From an optimization exercise on the open Yosys and OpenROAD flow, aimed at small area, a short achievable clock period and few clock cycles; shortcuts taken in it are not production practice. RTL that was checked went through simulation tests only; none was proved equivalent to the original.

==> inputs of build 71 <==
==> flow/design.v <==
module modulo #(parameter DATA_WIDTH = 8, parameter NRIP = 0)(
  input  logic [DATA_WIDTH-1:0] hi,
  input  logic [DATA_WIDTH-1:0] lo,
  input  logic [DATA_WIDTH-1:0] modulant,
  output logic [DATA_WIDTH-1:0] out
);
logic [DATA_WIDTH-1:0] r [0:DATA_WIDTH];
assign r[0] = hi;
genvar i;
generate
  for (i = 0; i < DATA_WIDTH; i++) begin : g_step
    logic [DATA_WIDTH:0]   d;
    assign d = {r[i], lo[DATA_WIDTH-1-i]};
    if (i < DATA_WIDTH - NRIP) begin : g_fast
      logic [DATA_WIDTH+1:0] t;
      assign t = {1'b0, d} - {2'b00, modulant};
      assign r[i+1] = t[DATA_WIDTH+1] ? d[DATA_WIDTH-1:0] : t[DATA_WIDTH-1:0];
    end else begin : g_ripple
      logic [DATA_WIDTH+1:0] bw;
      logic [DATA_WIDTH:0]   df, mm;
      assign mm = {1'b0, modulant};
      assign bw[0] = 1'b0;
      for (genvar k = 0; k <= DATA_WIDTH; k++) begin : g_bit
        assign df[k]   = d[k] ^ mm[k] ^ bw[k];
        assign bw[k+1] = (~d[k] & mm[k]) | (~(d[k] ^ mm[k]) & bw[k]);
      end
      assign r[i+1] = bw[DATA_WIDTH+1] ? d[DATA_WIDTH-1:0] : df[DATA_WIDTH-1:0];
    end
  end
endgenerate
assign out = r[DATA_WIDTH];
endmodule
module multiplicator #(parameter DATA_WIDTH = 8)(
  input  logic [DATA_WIDTH-1:0]   x,
  input  logic [DATA_WIDTH-1:0]   y,
  input  logic [DATA_WIDTH-1:0]   z,
  input  logic                    cin,
  output logic [2*DATA_WIDTH-1:0] out
);
localparam int W = DATA_WIDTH;
logic [W-1:0] s [0:W-1];    
logic [W-1:0] c [0:W-1];    
genvar k, j;
generate
  for (k = 0; k < W; k++) begin : g_row
    for (j = 0; j < W; j++) begin : g_col
      logic p, u, v;
      assign p = x[j] & y[k];
      if (k == 0) begin : g_first
        assign u = z[j];
        assign v = (j == 0) ? cin : 1'b0;
      end else begin : g_next
        assign u = (j == W-1) ? 1'b0 : s[k-1][j+1];
        assign v = c[k-1][j];
      end
      assign s[k][j] = p ^ u ^ v;
      assign c[k][j] = (p & u) | (v & (p ^ u));
    end
    assign out[k] = s[k][0];
  end
endgenerate
logic [W:0]   fc;
logic [W-1:0] fa;
assign fa = {1'b0, s[W-1][W-1:1]};
assign fc[0] = 1'b0;
for (genvar q = 0; q < W; q++) begin : g_fin
  assign out[W+q] = fa[q] ^ c[W-1][q] ^ fc[q];
  assign fc[q+1]  = (fa[q] & c[W-1][q]) | (fc[q] & (fa[q] ^ c[W-1][q]));
end
endmodule
module accelerator_interface #(parameter DATA_WIDTH = 8)(
  input  logic [DATA_WIDTH-1:0] a,
  input  logic [DATA_WIDTH-1:0] b,
  input  logic [DATA_WIDTH-1:0] modulant,
  input  logic                  start,
  input  logic [2:0]            control,
  input  logic                  clk,
  output logic [DATA_WIDTH-1:0] result,
  output logic                  finished
);
logic [7:0] a_r;     
logic [7:0] e_r;     
logic [7:0] m_r;     
logic [7:0] r;       
logic [2:0] j;       
logic       fin;
logic f_add, f_sub, f_div1, f_div2, f_mul;
logic f_sq;          
logic f_mula;        
logic f_e0;          
always_ff @(posedge clk) begin
  a_r <= a;
  e_r <= b;
  m_r <= modulant;
end
logic [2:0] lead;    
always_comb begin
  lead = 3'd0;
  for (int k = 0; k < 8; k++)
    if (e_r[k]) lead = k[2:0];
end
logic [2:0] nidx;    
logic       nbit;
assign nidx = (f_e0 ? lead : j) - 3'd1;
assign nbit = e_r[nidx];
logic [7:0]  y_op, z_op;
logic [15:0] prod;
logic [7:0]  hi;
logic [7:0]  red;
assign y_op = ({8{f_mula}} & a_r)
            | ({8{f_mul}}  & e_r)
            | ({8{f_sq}}   & r)
            | {7'd0, f_add | f_sub | f_div1};
assign z_op = ({8{f_add | f_div2}} & e_r) | ({8{f_sub}} & ~e_r);
multiplicator #(.DATA_WIDTH(8)) u_mul (.x(r), .y(y_op), .z(z_op), .cin(f_sub), .out(prod));
assign hi = f_div2 ? r
          : f_sub  ? (prod[8] ? 8'd0 : {m_r[7:1], 1'b0})
          :          prod[15:8];
modulo #(.DATA_WIDTH(8)) u_red (.hi(hi), .lo(prod[7:0]), .modulant(m_r), .out(red));
logic e_small;       
logic sq_last;       
assign e_small = f_e0 & (lead == 3'd0);
assign sq_last = (nidx == 3'd0) & ~nbit;
always_ff @(posedge clk) begin
  if (start) begin
    r      <= (control == 3'b011) ? 8'd1 : a;
    fin    <= (control == 3'b011);
    f_add  <= (control == 3'b000);
    f_sub  <= (control == 3'b001);
    f_div1 <= (control == 3'b010);
    f_div2 <= 1'b0;
    f_mul  <= (control == 3'b100);
    f_sq   <= (control == 3'b101);
    f_e0   <= (control == 3'b101);
    f_mula <= 1'b0;
  end else begin
    if (e_small) begin
      if (!e_r[0]) r <= 8'd1;         
    end else if (f_add | f_sub | f_div1 | f_div2 | f_mul | f_sq | f_mula)
      r <= red;
    if (f_add | f_sub | f_div2 | f_mul | e_small
        | (f_sq & sq_last) | (f_mula & (j == 3'd0)))
      fin <= 1'b1;
    if (f_sq) j <= nidx;
    f_add  <= 1'b0;
    f_sub  <= 1'b0;
    f_mul  <= 1'b0;
    f_div1 <= 1'b0;
    f_div2 <= f_div1;
    f_e0   <= 1'b0;
    f_sq   <= (f_sq & ~e_small & ~nbit & ~sq_last) | (f_mula & (j != 3'd0));
    f_mula <= f_sq & ~e_small & nbit;
  end
end
assign result   = r;
assign finished = fin;
endmodule
==> flow/flow/run.sh <==
#!/bin/bash
# Own layout flow: the standard layout (standard.sh) with two changes.
#  1. Synthesis runs the standard flow's synthesis script with ABC mapping for area
#     (flow/synth.tcl, flow/area.abc); registers come out as in the standard
#     synthesis, only the logic between them is mapped differently.
#  2. Port buffers are sky130_fd_sc_hd__buf_2 cells (buffer_ports -buffer_cell).
# Every step's full log is in orfs/logs/; make's own output is in flow_make.log.
set -euo pipefail
W=$(pwd)
export OWN_ABC_SCRIPT=$W/flow/area.abc
export OWN_ABC_D=22000
export BUFFER_PORTS_ARGS="-buffer_cell sky130_fd_sc_hd__buf_2"
sed "s#SYNTH_SCRIPT=[^ ]*#SYNTH_SCRIPT=$W/flow/synth.tcl#" standard.sh > own_standard.sh
grep -q "SYNTH_SCRIPT=$W/flow/synth.tcl" own_standard.sh
bash own_standard.sh > flow_make.log 2>&1
test -s out/final.def
==> flow/flow/area.abc <==
strash
dc2
dch
map -a
strash
dc2
dch
map -a
strash
dc2
dch
map -a
topo
stime -c
buffer -c
upsize -c
dnsize -c
==> flow/flow/synth.tcl <==
# The standard flow's synthesis script (synth_recipe.tcl) unchanged, except that ABC maps
# the logic with the script in $OWN_ABC_SCRIPT (delay target $OWN_ABC_D ps)
# in place of ORFS's abc_speed / abc_area script.
proc synth {args} { yosys synth -nofsm -noshare {*}$args }
proc abc {args} {
  set i [lsearch -exact $args -script]
  if {$i >= 0} { lset args [expr {$i + 1}] $::env(OWN_ABC_SCRIPT) }
  set i [lsearch -exact $args -D]
  if {$i >= 0} { set args [lreplace $args $i [expr {$i + 1}]] }
  if {[info exists ::env(OWN_ABC_D)]} { lappend args -D $::env(OWN_ABC_D) }
  yosys abc {*}$args
}
source $::env(SCRIPTS_DIR)/synth.tcl
# left out here: clear keep_hierarchy, flatten, clean up, hide names made inside functions, write 1_2_yosys.v
==> flow/standard.sh <==
#!/bin/bash
# synth_recipe.tcl (not shown) runs the flow's synth.tcl, then flattens the netlist and writes it again
# the make line also repeats each setting of config.mk as NAME=value (left out here)
make -C /OpenROAD-flow-scripts/flow DESIGN_CONFIG=/design/flow/config.mk WORK_HOME=/design/flow/orfs CLKGATE_MAP_FILE= SYNTH_SCRIPT=/design/flow/synth_recipe.tcl "${@:-finish}"
==> flow/config.mk <==
export PLATFORM = sky130hd
export DESIGN_NAME = accelerator_interface
export DESIGN_NICKNAME = accelerator_interface
export VERILOG_FILES = /design/flow/design.v
export SDC_FILE = /design/flow/constraint.sdc
export NUM_CORES = 4
export LEC_CHECK = 0
export CAP_MARGIN = 20
export CORE_MARGIN = 2
export CORE_UTILIZATION = 40
export SLEW_MARGIN = 20
==> flow/constraint.sdc <==
create_clock -name core_clock -period 120.0 [get_ports {clk}]
set_input_delay 24.0000 -clock core_clock [delete_from_list [all_inputs] [get_ports {clk}]]
set_output_delay 24.0000 -clock core_clock [all_outputs]
set_load 0.01 [all_outputs]
==> trial 48 (differences from build 71) <==
--- a/flow/design.v
+++ b/flow/design.v
@@ -1,3 +1,3 @@
-module modulo #(parameter DATA_WIDTH = 8, parameter NRIP = 0)(
+module modulo #(parameter DATA_WIDTH = 8, parameter NRIP = 4)(
   input  logic [DATA_WIDTH-1:0] hi,
   input  logic [DATA_WIDTH-1:0] lo,
--- a/flow/flow/run.sh
+++ b/flow/flow/run.sh
@@ -10,4 +10,6 @@
 export OWN_ABC_SCRIPT=$W/flow/area.abc
 export OWN_ABC_D=22000
+export SETUP_SLACK_MARGIN=94.9
+export SETUP_MOVE_SEQUENCE=sizeup,swap
 export BUFFER_PORTS_ARGS="-buffer_cell sky130_fd_sc_hd__buf_2"
 sed "s#SYNTH_SCRIPT=[^ ]*#SYNTH_SCRIPT=$W/flow/synth.tcl#" standard.sh > own_standard.sh
==> trial 3 (differences from build 71) <==
==> flow/design.v (replaced) <==
module modulo #(parameter DATA_WIDTH = 8)(
  input  logic [DATA_WIDTH-1:0] hi,
  input  logic [DATA_WIDTH-1:0] lo,
  input  logic [DATA_WIDTH-1:0] modulant,
  output logic [DATA_WIDTH-1:0] out
);
logic [DATA_WIDTH-1:0] r [0:DATA_WIDTH];
assign r[0] = hi;
genvar i;
generate
  for (i = 0; i < DATA_WIDTH; i++) begin : g_step
    logic [DATA_WIDTH:0]   d;
    logic [DATA_WIDTH+1:0] t;
    assign d = {r[i], lo[DATA_WIDTH-1-i]};
    assign t = {1'b0, d} - {2'b00, modulant};
    assign r[i+1] = t[DATA_WIDTH+1] ? d[DATA_WIDTH-1:0] : t[DATA_WIDTH-1:0];
  end
endgenerate
assign out = r[DATA_WIDTH];
endmodule
module multiplicator #(parameter DATA_WIDTH = 8)(
  input  logic [DATA_WIDTH-1:0]   x,
  input  logic [DATA_WIDTH-1:0]   y,
  input  logic [DATA_WIDTH-1:0]   z,
  input  logic                    cin,
  output logic [2*DATA_WIDTH-1:0] out
);
localparam int W = DATA_WIDTH;
logic [W-1:0] s [0:W-1];    
logic [W-1:0] c [0:W-1];    
genvar k, j;
generate
  for (k = 0; k < W; k++) begin : g_row
    for (j = 0; j < W; j++) begin : g_col
      logic p, u, v;
      assign p = x[j] & y[k];
      if (k == 0) begin : g_first
        assign u = z[j];
        assign v = (j == 0) ? cin : 1'b0;
      end else begin : g_next
        assign u = (j == W-1) ? 1'b0 : s[k-1][j+1];
        assign v = c[k-1][j];
      end
      assign s[k][j] = p ^ u ^ v;
      assign c[k][j] = (p & u) | (v & (p ^ u));
    end
    assign out[k] = s[k][0];
  end
endgenerate
assign out[2*W-1:W] = {1'b0, s[W-1][W-1:1]} + c[W-1];
endmodule
module accelerator_interface #(parameter DATA_WIDTH = 8)(
  input  logic [DATA_WIDTH-1:0] a,
  input  logic [DATA_WIDTH-1:0] b,
  input  logic [DATA_WIDTH-1:0] modulant,
  input  logic                  start,
  input  logic [2:0]            control,
  input  logic                  clk,
  output logic [DATA_WIDTH-1:0] result,
  output logic                  finished
);
logic [7:0] a_r;     
logic [7:0] e_r;     
logic [7:0] m_r;     
logic [7:0] r;       
logic [2:0] j;       
logic       pm;      
logic       fin;
logic s_add, s_sub, s_div1, s_div2, s_mul, s_exp0, s_exp;
always_ff @(posedge clk) begin
  a_r <= a;
  e_r <= b;
  m_r <= modulant;
end
logic [2:0] lead;    
always_comb begin
  lead = 3'd0;
  for (int k = 0; k < 8; k++)
    if (e_r[k]) lead = k[2:0];
end
logic [2:0] nidx;    
logic       nbit;
assign nidx = (s_exp0 ? lead : j) - 3'd1;
assign nbit = e_r[nidx];
logic [7:0]  y_op, z_op;
logic [15:0] prod;
logic [7:0]  hi, lo;
logic [7:0]  red;
assign y_op = ({8{s_exp & pm}} & a_r)
            | ({8{s_mul}} & e_r)
            | ({8{s_exp0 | (s_exp & ~pm)}} & r)
            | {7'd0, s_add | s_sub | s_div1};
assign z_op = ({8{s_add}} & e_r) | ({8{s_sub}} & ~e_r);
multiplicator #(.DATA_WIDTH(8)) u_mul (.x(r), .y(y_op), .z(z_op), .cin(s_sub), .out(prod));
assign hi = s_div2 ? r
          : s_sub  ? (prod[8] ? 8'd0 : {m_r[7:1], 1'b0})
          :          prod[15:8];
assign lo = s_div2 ? e_r : prod[7:0];
modulo #(.DATA_WIDTH(8)) u_red (.hi(hi), .lo(lo), .modulant(m_r), .out(red));
logic last;          
always_comb begin
  last = s_add | s_sub | s_mul | s_div2;
  if (s_exp0) last = (lead == 3'd0) | (nidx == 3'd0 && !nbit);
  if (s_exp)  last = pm ? (j == 3'd0) : (nidx == 3'd0 && !nbit);
end
always_ff @(posedge clk) begin
  if (start) begin
    r      <= (control == 3'b011) ? 8'd1 : a;
    fin    <= (control == 3'b011);
    pm     <= 1'b0;
    j      <= 3'd0;
    s_add  <= (control == 3'b000);
    s_sub  <= (control == 3'b001);
    s_div1 <= (control == 3'b010);
    s_div2 <= 1'b0;
    s_mul  <= (control == 3'b100);
    s_exp0 <= (control == 3'b101);
    s_exp  <= 1'b0;
  end else begin
    if (s_exp0 && lead == 3'd0) begin
      if (!e_r[0]) r <= 8'd1;         
    end else if (s_add | s_sub | s_mul | s_div1 | s_div2 | s_exp0 | s_exp)
      r <= red;
    if (s_exp0 | (s_exp & ~pm)) begin
      j  <= nidx;
      pm <= nbit;
    end else if (s_exp)
      pm <= 1'b0;
    if (last) fin <= 1'b1;
    s_add  <= 1'b0;
    s_sub  <= 1'b0;
    s_mul  <= 1'b0;
    s_div1 <= 1'b0;
    s_div2 <= s_div1;
    s_exp0 <= 1'b0;
    s_exp  <= (s_exp0 | s_exp) & ~last;
  end
end
assign result   = r;
assign finished = fin;
endmodule
==> flow/run.sh (new file) <==
#!/bin/bash
# synth_recipe.tcl (not shown) runs the flow's synth.tcl, then flattens the netlist and writes it again
# the make line also repeats each setting of config.mk as NAME=value (left out here)
make -C /OpenROAD-flow-scripts/flow DESIGN_CONFIG=/design/flow/config.mk WORK_HOME=/design/flow/orfs CLKGATE_MAP_FILE= SYNTH_SCRIPT=/design/flow/synth_recipe.tcl finish
- ABC_AREA: unset -> 1
removed: flow/flow/run.sh
removed: flow/flow/area.abc
removed: flow/flow/synth.tcl
removed: flow/standard.sh
==> build 31 (differences from build 71) <==
--- a/flow/design.v
+++ b/flow/design.v
@@ -1,3 +1,3 @@
-module modulo #(parameter DATA_WIDTH = 8, parameter NRIP = 0)(
+module modulo #(parameter DATA_WIDTH = 8, parameter NRIP = 8)(
   input  logic [DATA_WIDTH-1:0] hi,
   input  logic [DATA_WIDTH-1:0] lo,
--- a/flow/flow/run.sh
+++ b/flow/flow/run.sh
@@ -10,4 +10,6 @@
 export OWN_ABC_SCRIPT=$W/flow/area.abc
 export OWN_ABC_D=22000
+export SETUP_SLACK_MARGIN=94.9
+export SETUP_MOVE_SEQUENCE=sizeup,swap
 export BUFFER_PORTS_ARGS="-buffer_cell sky130_fd_sc_hd__buf_2"
 sed "s#SYNTH_SCRIPT=[^ ]*#SYNTH_SCRIPT=$W/flow/synth.tcl#" standard.sh > own_standard.sh
==> impl_metrics.csv <==
group,metric,value,unit
cells_and_area,stdcell_count,828,
status,status,"timing/DRC/antenna clean",
global_route,grt_pass1_wl,23400,microns
timing,worst_slack,90.76,ns
cells_and_area,nonClkBufAreaFrac,0.0299,
yosys,synth_area_leaders,"fa_1, dfxtp_1, nand2_1, edfxtp_1, nor2_1",
cells_and_area,multi_input_cells,475,
critical_path,arrival,29.28,ns
placement,dp.cells,820,
cells_and_area,area_growth,15.3,%
yosys,syn-num-nets,775,
yosys,muxShareOfSynthArea,0.0125,
[end of results for build 31]
==> impl_metrics.csv <==
group,metric,value,unit
cells_and_area,stdcell_count,944,
global_route,grt_pass1_wl,25300,microns
placement,dp.cells,936,
cells_and_area,multi_input_cells,554,
cells_and_area,nonClkBufAreaFrac,0.0267,
cts,ctsRootBufferMaster,"clkbuf_16",
status,status,"timing/DRC/antenna clean",
yosys,synth_most_common_cell,"nand2_1",
yosys,syn-num-nets,894,
yosys,muxShareOfSynthArea,0.0107,
cells_and_area,area_growth,14.4,%
critical_path,arrival,25.61,ns
yosys,synth_area_leaders,"fa_1, ha_1, dfxtp_1, nand2_1, inv_1",
[end of results for trial 48]
==> impl_metrics.csv <==
group,metric,value,unit
placement,dp.cells,1071,
drt,dr.pass1.iters,4,
cells_and_area,multi_input_cells,637,
cells_and_area,area_growth,9.03,%
cells_and_area,stdcell_count,1079,
global_route,grt_pass1_wl,24600,microns
timing,worst_slack,94.92,ns
yosys,synth_area_leaders,"fa_1, ha_1, dfxtp_1, nand2_1, inv_1",
status,status,"timing/DRC/antenna clean",
cells_and_area,nonClkBufAreaFrac,0.0276,
critical_path,arrival,25.13,ns
yosys,syn-num-nets,1002,
yosys,muxShareOfSynthArea,0.00566,
[end of results for build 71]
==> impl_metrics.csv <==
group,metric,value,unit
timing,worst_slack,94.32,ns
critical_path,arrival,25.73,ns
yosys,syn-num-nets,1217,
cells_and_area,nonClkBufAreaFrac,0.0496,
global_route,use_met2,0.305,
status,status,"timing/DRC/antenna clean",
yosys,muxShareOfSynthArea,0,
cells_and_area,multi_input_cells,779,
cells_and_area,stdcell_count,1305,
[end of results for trial 3]
Testbench counts of build 71, summed over its fixed seeds: cycles 8,036.
Testbench counts of trial 3, summed over its fixed seeds: cycles 8,036.
No functional check of the RTL was part of trial 48 and build 31.

## port drivers added, routing unchanged
In the flow no input, the clock included, has a driving cell. The finished layouts below were timed again as built, in two steps. Step 1 assumes that a clkbuf_16 drives the clock port and a buf_2 every other input. Step 2 times the ports against the registers' clock, not the clock port: input delays grow and output delays shrink by t, the midpoint of the rising clock arrivals with the driver on. Three values: ideal, step 1, step 2; two values: the first two.
run	t (ns)	setup WS [ns]	hold slack, ns	worst register clock-pin slew, ns	pins driven straight from the clock port
build 71	0.332	94.919 / 94.938 / 94.608	0.514 / 0.514 / 0.514	0.07 / 0.07	1
trial 48	0.324	94.432 / 94.432 / 94.432	0.498 / 0.498 / 0.498	0.07 / 0.07	1
trial 3	0.331	94.324 / 94.340 / 94.009	0.483 / 0.483 / 0.483	0.07 / 0.07	1
build 31	0.329	90.763 / 90.763 / 90.763	0.488 / 0.488 / 0.488	0.07 / 0.07	1
After both steps setup and hold are still met in every run listed. The setup slack of trial 3, which loses most, moves by +0.016 ns with the drivers and by -0.315 ns with both steps.
